From an optimization exercise on the open Yosys and OpenROAD flow, aimed at small area, a short achievable clock period and few clock cycles; shortcuts taken in it are not production practice.
The RTL was checked by simulation tests, not by an equivalence proof against the original design.
Power and IR drop assume default switching activity.

== exp/maple ==
// TPU
module TPU(
    input         clk,
    input         rst_n,
    input         in_valid,
    input  [15:0] K,
    input  [7:0]  M,
    input  [7:0]  N,
    output reg    busy,
    output        A_wr_en,
    output [15:0] A_index,
    output [31:0] A_data_in,
    input  [31:0] A_data_out,
    output        B_wr_en,
    output [15:0] B_index0,
    output [15:0] B_index1,
    output [31:0] B_data_in,
    input  [31:0] B_data_out0,
    input  [31:0] B_data_out1,
    output        C_wr_en,
    output [15:0] C_index,
    output [127:0] C_data_in,
    input  [127:0] C_data_out
  );
  assign A_wr_en   = 1'b0;
  assign B_wr_en   = 1'b0;
  assign A_data_in = 32'd0;
  assign B_data_in = 32'd0;
  wire [7:0]  M_s = {M[7:1], M[0] | ~|M[7:1]};
  wire [7:0]  N_s = {N[7:1], N[0] | ~|N[7:1]};
  wire [15:0] K_s = {K[15:1], K[0] | ~|K[15:1]};
  reg [7:0]  Mr, Nr;
  reg [15:0] Kr;
  reg [7:0]  blkN;         
  reg [15:0] Kp1, K1m;     
  reg        run;          
  reg [15:0] krem;         
  reg [2:0]  bub;          
  reg        tfirst;       
  reg        jfirst;       
  reg        newcol;       
  reg [7:0]  i_rm, i_cn;   
  reg [15:0] a_idx, b_idx0, b_idx1;
  ...
==> flow/config.mk <==
export PLATFORM = sky130hd
export DESIGN_NAME = TPU
export DESIGN_NICKNAME = TPU
export VERILOG_FILES = /design/flow/design.v
export SDC_FILE = /design/flow/constraint.sdc
export NUM_CORES = 4
export LEC_CHECK = 0
export CAP_MARGIN = 20
export CORE_MARGIN = 2
export CORE_UTILIZATION = 60
export SLEW_MARGIN = 20
==> flow/constraint.sdc <==
create_clock -name core_clock -period 10.0 [get_ports {clk}]
set_input_delay 2.0000 -clock core_clock [delete_from_list [all_inputs] [get_ports {clk}]]
set_output_delay 2.0000 -clock core_clock [all_outputs]
set_load 0.01 [all_outputs]
standard.sh (not shown) runs the stock make flow with config.mk's settings and CLKGATE_MAP_FILE= SYNTH_SCRIPT=/design/flow/synth_recipe.tcl, a recipe that flattens the netlist after the stock synthesis.
==> flow/flow/run.sh <==
#!/bin/bash
# Layout flow: the standard ORFS flow (standard synthesis unchanged), with
# timing repair (floorplan, CTS, global route) aiming for SETUP_MARGIN ns of
# setup slack at the design's clock period, so that the layout is repaired
# towards a shorter achieved period. Everything else is standard.sh.
set -euo pipefail
SETUP_MARGIN=6.6
bash standard.sh SETUP_SLACK_MARGIN=$SETUP_MARGIN finish > make_finish.log 2>&1
Testbench counts of exp/maple, summed over its fixed seeds: cycles 577,824.
Input-level comparison between exp/tundra and exp/maple:
-- flow/flow/run.sh --
<<< exp/maple, line 7
SETUP_MARGIN=6.6
>>> exp/tundra, line 7
SETUP_MARGIN=6.5
Notes after the runs:
- No stage failed in exp/tundra, and the final checks on the layout all came back clean.
- Compared with exp/maple, in exp/tundra mapped cell area did not really move; global-route track usage on met2 went up; global-route usage over all layers went down; post-route worst hold slack went up.
- exp/tundra vs. exp/maple: final weighted congestion of routability-driven global placement grew by 0.65%, number of vias in the routed layout shrank by about 0.44%, setup slack shrank by 0.057 ns, detailed-routing wirelength on met1 shrank by 4.8%.
- exp/tundra vs exp/maple, cell with the largest stage delay on the worst path: dfrtp_1 vs dfxtp_4

---

== alpha ==
TPU, a different RTL version from the one above (not shown whole).
Size: about 16000 cells after synthesis, ~2400 flip-flops, ~520 I/O pins.
Design TPU, start of the top module:
module TPU(
    input         clk,
    input         rst_n,
    input         in_valid,
    input  [15:0] K,
    input  [7:0]  M,
    input  [7:0]  N,
    output reg    busy,
    output        A_wr_en,
    output [15:0] A_index,
    output [31:0] A_data_in,
    input  [31:0] A_data_out,
    output        B_wr_en,
    output [15:0] B_index0,
    output [15:0] B_index1,
    output [31:0] B_data_in,
    input  [31:0] B_data_out0,
    input  [31:0] B_data_out1,
    output        C_wr_en,
    output [15:0] C_index,
    output [127:0] C_data_in,
    input  [127:0] C_data_out
  );
==> flow/config.mk <==
export PLATFORM = sky130hd
export DESIGN_NAME = TPU
export DESIGN_NICKNAME = TPU
export VERILOG_FILES = /design/flow/design.v
export SDC_FILE = /design/flow/constraint.sdc
export NUM_CORES = 4
export LEC_CHECK = 0
export CAP_MARGIN = 20
export CORE_MARGIN = 2
export CORE_UTILIZATION = 60
export SLEW_MARGIN = 20
==> flow/constraint.sdc <==
create_clock -name core_clock -period 10.0 [get_ports {clk}]
set_input_delay 2.0000 -clock core_clock [delete_from_list [all_inputs] [get_ports {clk}]]
set_output_delay 2.0000 -clock core_clock [all_outputs]
set_load 0.01 [all_outputs]
==> flow/flow/run.sh <==
#!/bin/bash
# Layout flow: the standard ORFS flow (standard synthesis unchanged), with
# timing repair (floorplan, CTS, global route) aiming for SETUP_MARGIN ns of
# setup slack at the design's clock period, so that the layout is repaired
# towards a shorter achieved period. Everything else is standard.sh.
set -euo pipefail
SETUP_MARGIN=6.5
bash standard.sh SETUP_SLACK_MARGIN=$SETUP_MARGIN finish > make_finish.log 2>&1
Testbench counts of alpha, summed over its fixed seeds: cycles 577,824.
diff inputs: alpha => beta
diff --git a/flow/flow/run.sh b/flow/flow/run.sh
--- a/flow/flow/run.sh
+++ b/flow/flow/run.sh
@@ -6,3 +6,3 @@
 set -euo pipefail
-SETUP_MARGIN=6.5
+SETUP_MARGIN=6.4
 bash standard.sh SETUP_SLACK_MARGIN=$SETUP_MARGIN finish > make_finish.log 2>&1
==> run notes <==
In the final design statistics, beta uses fewer standard cells in total than alpha. Diff alpha -> beta | growth of design area from synthesis to finish | decrease of 0.80 points. In the metrics for alpha and beta, the one carrying the lower final design area excluding fillers is beta. Taking alpha as the reference, in beta core utilization lower, worst path setup slack after routing went down, multi-input combinational cell count held steady. Compared with alpha, in beta synthesized area level, switching share of total power shows an increase of 0.28 points, layout net count lost 76.

static timing again, ports no longer ideal:
The results above use ideal ports. As a check the final layouts listed here were re-extracted and re-timed, cells and wires unchanged. Step 1, drivers: a clkbuf_16 drives clk and a buf_2 each remaining input, both assumed. Step 2 times the ports against the registers' clock, not the clock port: input delays grow and output delays shrink by t, the midpoint of the rising clock arrivals with the driver on. a / b / c = ideal ports / drivers / drivers and shift; a / b = the first two.
run | t, ns | setup slack, ns | latest minus earliest clock arrival (ns) | worst register clock-pin slew, ns
exp/maple | 1.018 | 6.511 / 6.425 / 5.819 | 0.103 / 0.103 | 0.07 / 0.07
exp/tundra | 1.024 | 6.454 / 6.350 / 5.731 | 0.097 / 0.097 | 0.07 / 0.07
alpha | 1.066 | 6.418 / 6.361 / 5.750 | 0.102 / 0.102 | 0.07 / 0.07
beta | 1.000 | 6.372 / 6.350 / 5.691 | 0.095 / 0.095 | 0.07 / 0.07
After both steps setup and hold are still met in every run listed. The setup slack of exp/tundra, which loses most, moves by -0.104 ns with the drivers and by -0.723 ns with both steps.
